Context: an optimization exercise on an open-source flow, tuned for small area, a short achievable clock period and few clock cycles per item. The choices shown serve that exercise and are no tape-out recipe.
At most, simulation tests tie the RTL to the original design; equivalence was not proved.
The flow treats the clock pin as an ideal source. Dropping or thinning the clock tree relies on that and would not hold on a real chip.
Power is estimated from default activity; no workload was simulated.

==> flow/design.v <==
`timescale 1ns/10ps
module LBP (
	input  clk,
	input  reset,
	output reg [13:0] gray_addr,
	output reg        gray_req,
	input             gray_ready,
	input      [7:0]  gray_data,
	output reg        lbp_valid,
	output reg [13:0] lbp_addr,
	output reg [7:0]  lbp_data,
	output reg        finish
);
	localparam H = 8;            
	wire [6:0] row = gray_addr[13:7];
	wire [6:0] col = gray_addr[6:0];
	reg  [2:0] s;                
	reg        endc;             
	reg        ends;             
	reg        last;             
	wire [6:0] row_nxt = endc ? (ends ? row - 7'd1 : row - 7'd7) : row + 7'd1;
	reg run;
	always @(posedge clk, posedge reset) begin
		if (reset) begin
			gray_req  <= 1'b0;
			run       <= 1'b0;
			lbp_valid <= 1'b0;
			finish    <= 1'b0;
		end else begin
			gray_req  <= gray_ready & ~finish & ~(gray_req & last);
			run       <= gray_ready & ~finish & ~(run & last);
			lbp_valid <= run & (s >= 3'd2) & (col >= 7'd2);
			if (run & last) finish <= 1'b1;
		end
	end
	always @(posedge clk) begin
		if (run) begin
			{gray_addr[6:0], s} <= {col, s} + 10'd1;
			gray_addr[13:7] <= row_nxt;
		end else begin
			{gray_addr, s} <= 17'd0;
		end
	end
	always @(posedge clk) begin
		endc <= (s == 3'd6);
		ends <= (s == 3'd6) & (col == 7'd127);
		last <= (s == 3'd6) & (col == 7'd127) & (row == 7'd126);
	end
	reg [7:0] d [0:H];
	integer i;
	always @(posedge clk) begin
		d[0] <= gray_data;
		for (i = 1; i <= H; i = i + 1) d[i] <= d[i-1];
	end
	function [1:0] cmp3;
		input [7:0] a, b;
		reg [7:0] g1, p1;
		reg [3:0] g2, p2;
		reg [1:0] g4, p4;
		reg       g8, p8;
		integer k;
		begin
			g1 = a & ~b; p1 = a | ~b;
			for (k = 0; k < 4; k = k + 1) begin
				g2[k] = g1[2*k+1] | (p1[2*k+1] & g1[2*k]);
				p2[k] = p1[2*k+1] & p1[2*k];
			end
			for (k = 0; k < 2; k = k + 1) begin
				g4[k] = g2[2*k+1] | (p2[2*k+1] & g2[2*k]);
				p4[k] = p2[2*k+1] & p2[2*k];
			end
			g8 = g4[1] | (p4[1] & g4[0]);
			p8 = p4[1] & p4[0];
			cmp3 = {g8 | p8, ~g8};
		end
	endfunction
	function [1:0] cmp3f;
		input [7:0] a, b;
		reg [7:0] g1, p1;
		reg [1:0] g4, p4;
		reg       g8, p8;
		integer k;
		begin
			g1 = a & ~b; p1 = a | ~b;
			for (k = 0; k < 2; k = k + 1) begin
				g4[k] = g1[4*k+3] | (p1[4*k+3] & g1[4*k+2]) | (p1[4*k+3] & p1[4*k+2] & g1[4*k+1])
				      | (p1[4*k+3] & p1[4*k+2] & p1[4*k+1] & g1[4*k]);
				p4[k] = &p1[4*k+3 -: 4];
			end
			g8 = g4[1] | (p4[1] & g4[0]);
			p8 = p4[1] & p4[0];
			cmp3f = {g8 | p8, ~g8};
		end
	endfunction
	wire [7:0] c = d[H];
	wire ge_dg, le_dg, ge_hz, le_hz, ge_ad, le_ad, ge_vt, le_vt;
	assign {ge_dg, le_dg} = cmp3f(gray_data, c);
	assign {ge_hz, le_hz} = cmp3(d[0], c);
	assign {ge_ad, le_ad} = cmp3(d[1], c);
	assign {ge_vt, le_vt} = cmp3(d[H-1], c);
	reg [H:0]   q_dg;    
	reg [H-1:0] q_hz;
	reg [H-2:0] q_ad;
	reg         q_vt;
	always @(posedge clk) begin
		q_dg <= {q_dg[H-1:0], le_dg};
		q_hz <= {q_hz[H-2:0], le_hz};
		q_ad <= {q_ad[H-3:0], le_ad};
		q_vt <= le_vt;
	end
	always @(posedge clk) begin
		lbp_addr <= {row - 7'd1, col - 7'd1};
		lbp_data <= {ge_dg, ge_vt, q_ad[H-2], ge_hz, q_hz[H-1], ge_ad, q_vt, q_dg[H]};
	end
endmodule
export LEC_CHECK = 0
export ABC_AREA = 1
export CAP_MARGIN = 20
export CORE_MARGIN = 2
export CORE_UTILIZATION = 60
export SETUP_SLACK_MARGIN = 2.5
export SLEW_MARGIN = 20
create_clock -name core_clock -period 4.0 [get_ports {clk}]
standard.sh (not shown) runs the stock make flow with config.mk's settings and CLKGATE_MAP_FILE= SYNTH_SCRIPT=/design/flow/synth_recipe.tcl, a recipe that flattens the netlist after the stock synthesis.
==> flow/flow/run.sh <==
#!/bin/bash
# The standard layout, with plain buf_1 port buffers and a two-level
# inverter clock tree: after CTS, flow/mytree2.tcl replaces the tree with
# N1 first-level inverters fed from the clock port and N2 second-level
# inverters, each driving one cluster of flip-flops. Timing repair then
# runs after global routing as usual.
set -euo pipefail
HERE=$(pwd)
bash standard.sh finish \
  "BUFFER_PORTS_ARGS=-buffer_cell sky130_fd_sc_hd__buf_1" \
  "SKIP_CTS_REPAIR_TIMING=1" \
  "POST_CTS_TCL=$HERE/flow/mytree2.tcl" \
  "MYTREE_N1=4" "MYTREE_N2=8"  > standard_flow.log 2>&1
Other scripts of this flow, unchanged in this note and not shown: flow/flow/mytree2.tcl
==> next run, changes <==
--- a/flow/design.v
+++ b/flow/design.v
@@ -16,29 +16,26 @@
 	wire [6:0] col = gray_addr[6:0];
 	reg  [2:0] s;                
 	reg        endc;             
 	reg        ends;             
 	reg        last;             
-	wire [6:0] row_nxt = endc ? (ends ? row - 7'd1 : row - 7'd7) : row + 7'd1;
-	reg run;
-	always @(posedge clk, posedge reset) begin
+	wire [6:0] row_step = {{4{endc}}, {2{ends}}, 1'b1};
+	always @(posedge clk) begin
 		if (reset) begin
 			gray_req  <= 1'b0;
-			run       <= 1'b0;
 			lbp_valid <= 1'b0;
 			finish    <= 1'b0;
 		end else begin
 			gray_req  <= gray_ready & ~finish & ~(gray_req & last);
-			run       <= gray_ready & ~finish & ~(run & last);
-			lbp_valid <= run & (s >= 3'd2) & (col >= 7'd2);
-			if (run & last) finish <= 1'b1;
+			lbp_valid <= gray_req & (s >= 3'd2) & (col >= 7'd2);
+			if (gray_req & last) finish <= 1'b1;
 		end
 	end
 	always @(posedge clk) begin
-		if (run) begin
+		if (gray_req) begin
 			{gray_addr[6:0], s} <= {col, s} + 10'd1;
-			gray_addr[13:7] <= row_nxt;
+			gray_addr[13:7] <= row + row_step;
 		end else begin
 			{gray_addr, s} <= 17'd0;
 		end
 	end
 	always @(posedge clk) begin
Effect: The changed run finished clean; clock skew fell by 3.8 ps; synthesized area rose by 2.4%; sequential power hardly moves; global-route usage fell by 0.53 points; critical path depth is unchanged; synthesized cell count rose by 7.5%; design area rose by 1.8%; routed wire length fell by 2.1%.
Function was not checked in any run of this note: the RTL went through the layout flow alone. No run of this note takes its clock network from TritonCTS; it comes from the design's own scripts or RTL.

========
// LBP: RTL as listed in full above, without the edits since
==> flow/config.mk <==
export PLATFORM = sky130hd
export DESIGN_NAME = LBP
export DESIGN_NICKNAME = LBP
export VERILOG_FILES = /design/flow/design.v
export SDC_FILE = /design/flow/constraint.sdc
export NUM_CORES = 4
export LEC_CHECK = 0
export ABC_AREA = 1
export CAP_MARGIN = 20
export CORE_MARGIN = 2
export CORE_UTILIZATION = 60
export SETUP_SLACK_MARGIN = 2.55
export SLEW_MARGIN = 20
==> flow/constraint.sdc <==
create_clock -name core_clock -period 4.0 [get_ports {clk}]
set_input_delay 0.8000 -clock core_clock [delete_from_list [all_inputs] [get_ports {clk}]]
set_output_delay 0.8000 -clock core_clock [all_outputs]
set_load 0.01 [all_outputs]
Scripts as last shown in full above: flow/flow/run.sh
Other scripts of this flow, unchanged in this note and not shown: flow/flow/mytree2.tcl
Edit:
--- a/flow/design.v
+++ b/flow/design.v
@@ -16,13 +16,13 @@
 	wire [6:0] col = gray_addr[6:0];
 	reg  [2:0] s;                
 	reg        endc;             
 	reg        ends;             
 	reg        last;             
-	wire [6:0] row_nxt = endc ? (ends ? row - 7'd1 : row - 7'd7) : row + 7'd1;
+	wire [6:0] row_step = {{4{endc}}, {2{ends}}, 1'b1};
 	reg run;
-	always @(posedge clk, posedge reset) begin
+	always @(posedge clk) begin
 		if (reset) begin
 			gray_req  <= 1'b0;
 			run       <= 1'b0;
 			lbp_valid <= 1'b0;
 			finish    <= 1'b0;
@@ -34,11 +34,11 @@
 		end
 	end
 	always @(posedge clk) begin
 		if (run) begin
 			{gray_addr[6:0], s} <= {col, s} + 10'd1;
-			gray_addr[13:7] <= row_nxt;
+			gray_addr[13:7] <= row + row_step;
 		end else begin
 			{gray_addr, s} <= 17'd0;
 		end
 	end
 	always @(posedge clk) begin
Outcome:
- final area came out higher by 2.8%
- register-to-register slack degrades by 80 ps
- fmax came out higher by 4.8%
- area after synthesis came out higher by 3.1%
- utilization came out higher by 0.77 points
Testbench counts after the change, summed over its fixed seeds: cycles 344,080, images 16.
For the first run of this note, only the layout was checked, not whether the RTL still works. No run of this note takes its clock network from TritonCTS; it comes from the design's own scripts or RTL.

========
RTL: one of the versions met above, not the one the previous note started from.
Size in the first run: ~350 cells after synthesis, about 4200 sq um of cells after synthesis.
==> module LBP, before the edit <==
module LBP (
	input  clk,
	input  reset,
	output reg [13:0] gray_addr,
	output reg        gray_req,
	input             gray_ready,
	input      [7:0]  gray_data,
	output reg        lbp_valid,
	output reg [13:0] lbp_addr,
	output reg [7:0]  lbp_data,
	output reg        finish
);
	localparam H = 8;            
	wire [6:0] row = gray_addr[13:7];
	wire [6:0] col = gray_addr[6:0];
	reg  [2:0] s;                
	reg        endc;             
	reg        ends;             
	reg        last;             
	wire [6:0] row_step = {{4{endc}}, {2{ends}}, 1'b1};
	reg run;
	always @(posedge clk) begin
		if (reset) begin
			gray_req  <= 1'b0;
			run       <= 1'b0;
			lbp_valid <= 1'b0;
			finish    <= 1'b0;
		end else begin
			gray_req  <= gray_ready & ~finish & ~(gray_req & last);
			run       <= gray_ready & ~finish & ~(run & last);
			lbp_valid <= run & (s >= 3'd2) & (col >= 7'd2);
			if (run & last) finish <= 1'b1;
		end
	end
	always @(posedge clk) begin
		if (run) begin
			{gray_addr[6:0], s} <= {col, s} + 10'd1;
			gray_addr[13:7] <= row + row_step;
		end else begin
			{gray_addr, s} <= 17'd0;
		end
	end
	always @(posedge clk) begin
		endc <= (s == 3'd6);
		ends <= (s == 3'd6) & (col == 7'd127);
		last <= (s == 3'd6) & (col == 7'd127) & (row == 7'd126);
	end
	reg [7:0] d [0:H];
	integer i;
	always @(posedge clk) begin
		d[0] <= gray_data;
		for (i = 1; i <= H; i = i + 1) d[i] <= d[i-1];
	end
	function [1:0] cmp3;
		input [7:0] a, b;
		reg [7:0] g1, p1;
		reg [3:0] g2, p2;
		reg [1:0] g4, p4;
		reg       g8, p8;
		integer k;
		begin
			g1 = a & ~b; p1 = a | ~b;
			for (k = 0; k < 4; k = k + 1) begin
				g2[k] = g1[2*k+1] | (p1[2*k+1] & g1[2*k]);
				p2[k] = p1[2*k+1] & p1[2*k];
			end
			for (k = 0; k < 2; k = k + 1) begin
				g4[k] = g2[2*k+1] | (p2[2*k+1] & g2[2*k]);
				p4[k] = p2[2*k+1] & p2[2*k];
			end
			g8 = g4[1] | (p4[1] & g4[0]);
			p8 = p4[1] & p4[0];
			cmp3 = {g8 | p8, ~g8};
		end
	endfunction
	function [1:0] cmp3f;
		input [7:0] a, b;
		reg [7:0] g1, p1;
		reg [1:0] g4, p4;
		reg       g8, p8;
		integer k;
		begin
			g1 = a & ~b; p1 = a | ~b;
			for (k = 0; k < 2; k = k + 1) begin
				g4[k] = g1[4*k+3] | (p1[4*k+3] & g1[4*k+2]) | (p1[4*k+3] & p1[4*k+2] & g1[4*k+1])
				      | (p1[4*k+3] & p1[4*k+2] & p1[4*k+1] & g1[4*k]);
				p4[k] = &p1[4*k+3 -: 4];
			end
			g8 = g4[1] | (p4[1] & g4[0]);
			p8 = p4[1] & p4[0];
			cmp3f = {g8 | p8, ~g8};
		end
	endfunction
	wire [7:0] c = d[H];
	wire ge_dg, le_dg, ge_hz, le_hz, ge_ad, le_ad, ge_vt, le_vt;
	assign {ge_dg, le_dg} = cmp3f(gray_data, c);
	assign {ge_hz, le_hz} = cmp3(d[0], c);
	assign {ge_ad, le_ad} = cmp3(d[1], c);
	assign {ge_vt, le_vt} = cmp3(d[H-1], c);
	reg [H:0]   q_dg;    
	reg [H-1:0] q_hz;
	reg [H-2:0] q_ad;
	reg         q_vt;
	always @(posedge clk) begin
		q_dg <= {q_dg[H-1:0], le_dg};
		q_hz <= {q_hz[H-2:0], le_hz};
		q_ad <= {q_ad[H-3:0], le_ad};
		q_vt <= le_vt;
	end
	always @(posedge clk) begin
		lbp_addr <= {row - 7'd1, col - 7'd1};
		lbp_data <= {ge_dg, ge_vt, q_ad[H-2], ge_hz, q_hz[H-1], ge_ad, q_vt, q_dg[H]};
	end
endmodule
export LEC_CHECK = 0
export CAP_MARGIN = 20
export CORE_MARGIN = 2
export CORE_UTILIZATION = 60
export SETUP_SLACK_MARGIN = 2.45
export SLEW_MARGIN = 20
create_clock -name core_clock -period 4.0 [get_ports {clk}]
Scripts as last shown in full above: flow/flow/run.sh
Other scripts of this flow, unchanged in this note and not shown: flow/flow/mytree2.tcl
The first run ran to the end with no violations.
Testbench counts at the start, summed over its fixed seeds: cycles 344,080, images 16.
Rerun with:
==> flow/design.v (replaced) <==
`timescale 1ns/10ps
module LBP (
	input  clk,
	input  reset,
	output reg [13:0] gray_addr,
	output reg        gray_req,
	input             gray_ready,
	input      [7:0]  gray_data,
	output reg        lbp_valid,
	output reg [13:0] lbp_addr,
	output reg [7:0]  lbp_data,
	output reg        finish
);
	localparam H = 8;            
	wire [6:0] row = gray_addr[13:7];
	wire [6:0] col = gray_addr[6:0];
	reg  [2:0] s;                
	reg        endc;             
	reg        ends;             
	reg        last;             
	wire [6:0] row_step = {{4{endc}}, {2{ends}}, 1'b1};
	always @(posedge clk) begin
		if (reset) begin
			gray_req  <= 1'b0;
			lbp_valid <= 1'b0;
			finish    <= 1'b0;
		end else begin
			gray_req  <= gray_ready & ~finish & ~(gray_req & last);
			lbp_valid <= gray_req & (s >= 3'd2) & (col >= 7'd2);
			if (gray_req & last) finish <= 1'b1;
		end
	end
	always @(posedge clk) begin
		if (gray_req) begin
			{gray_addr[6:0], s} <= {col, s} + 10'd1;
			gray_addr[13:7] <= row + row_step;
		end else begin
			{gray_addr, s} <= 17'd0;
		end
	end
	always @(posedge clk) begin
		endc <= (s == 3'd6);
		ends <= (s == 3'd6) & (col == 7'd127);
		last <= (s == 3'd6) & (col == 7'd127) & (row == 7'd126);
	end
	reg [7:0] d [0:H];
	integer i;
	always @(posedge clk) begin
		d[0] <= gray_data;
		for (i = 1; i <= H; i = i + 1) d[i] <= d[i-1];
	end
	function [1:0] cmp3;
		input [7:0] a, b;
		reg gh, lh, gl, ll;
		begin
			gh = a[7:4] > b[7:4]; lh = a[7:4] < b[7:4];
			gl = a[3:0] > b[3:0]; ll = a[3:0] < b[3:0];
			cmp3 = {~(lh | (~gh & ll)), ~(gh | (~lh & gl))};
		end
	endfunction
	wire [7:0] c = d[H];
	wire ge_dg, le_dg, ge_hz, le_hz, ge_ad, le_ad, ge_vt, le_vt;
	assign {ge_dg, le_dg} = cmp3(gray_data, c);
	assign {ge_hz, le_hz} = cmp3(d[0], c);
	assign {ge_ad, le_ad} = cmp3(d[1], c);
	assign {ge_vt, le_vt} = cmp3(d[H-1], c);
	reg [H:0]   q_dg;    
	reg [H-1:0] q_hz;
	reg [H-2:0] q_ad;
	reg         q_vt;
	always @(posedge clk) begin
		q_dg <= {q_dg[H-1:0], le_dg};
		q_hz <= {q_hz[H-2:0], le_hz};
		q_ad <= {q_ad[H-3:0], le_ad};
		q_vt <= le_vt;
	end
	always @(posedge clk) begin
		lbp_addr <= {row - 7'd1, col - 7'd1};
		lbp_data <= {ge_dg, ge_vt, q_ad[H-2], ge_hz, q_hz[H-1], ge_ad, q_vt, q_dg[H]};
	end
endmodule
After rerunning: Hold slack barely changes. Setup slack is worse by 55 ps. Cell count rises by about 7.5%. Sequential share of layout area falls by 4.3 points. First-iteration DRC count falls by 17%. Sequential power barely changes. Flip-flop and latch count falls by 1.
No functional check of the RTL was part of the second run of this note. In every run of this note, the design's own scripts or RTL, not TritonCTS, make the clock network.

-- re-timing with driven ports --
Ports are ideal in the flow. The routed layouts listed here were re-timed in OpenROAD.
Step 1 (the two cells are an assumption about what drives the block):
set clk [get_ports {clk}]
set_driving_cell -lib_cell sky130_fd_sc_hd__clkbuf_16 $clk
set_driving_cell -lib_cell sky130_fd_sc_hd__buf_2 [delete_from_list [all_inputs] $clk]
Step 2, shift: input delay + t, output delay - t, t = (earliest + latest rising clock arrival at the registers) / 2. This alone moves slack from input paths to output paths.
Three values: ideal ports, drivers, drivers and shift; two values: the first two.
run	t, ns	slack for setup (ns)	worst setup path at the end	clock arrival spread, ns	worst slew at a driven data input, ns
the first run of note 1	0.253	2.485 / 2.344 / 2.420	input to register	0.018 / 0.019	0.05
the second run of note 1	0.247	2.457 / 2.318 / 2.469	input to register	0.015 / 0.015	0.03
the first run of note 2	0.249	2.498 / 2.355 / 2.384	input to register	0.016 / 0.017	0.04
the second run of note 2	0.253	2.567 / 2.425 / 2.482	input to register	0.018 / 0.017	0.03
the first run of note 3	0.252	2.372 / 2.311 / 2.231	input to register	0.013 / 0.013	0.05
the second run of note 3	0.248	2.318 / 2.357 / 2.173	input to register	0.014 / 0.016	0.05
After both steps setup and hold are still met in every run listed. The setup slack of the second run of note 3, which loses most, moves by +0.039 ns with the drivers and by -0.145 ns with both steps.
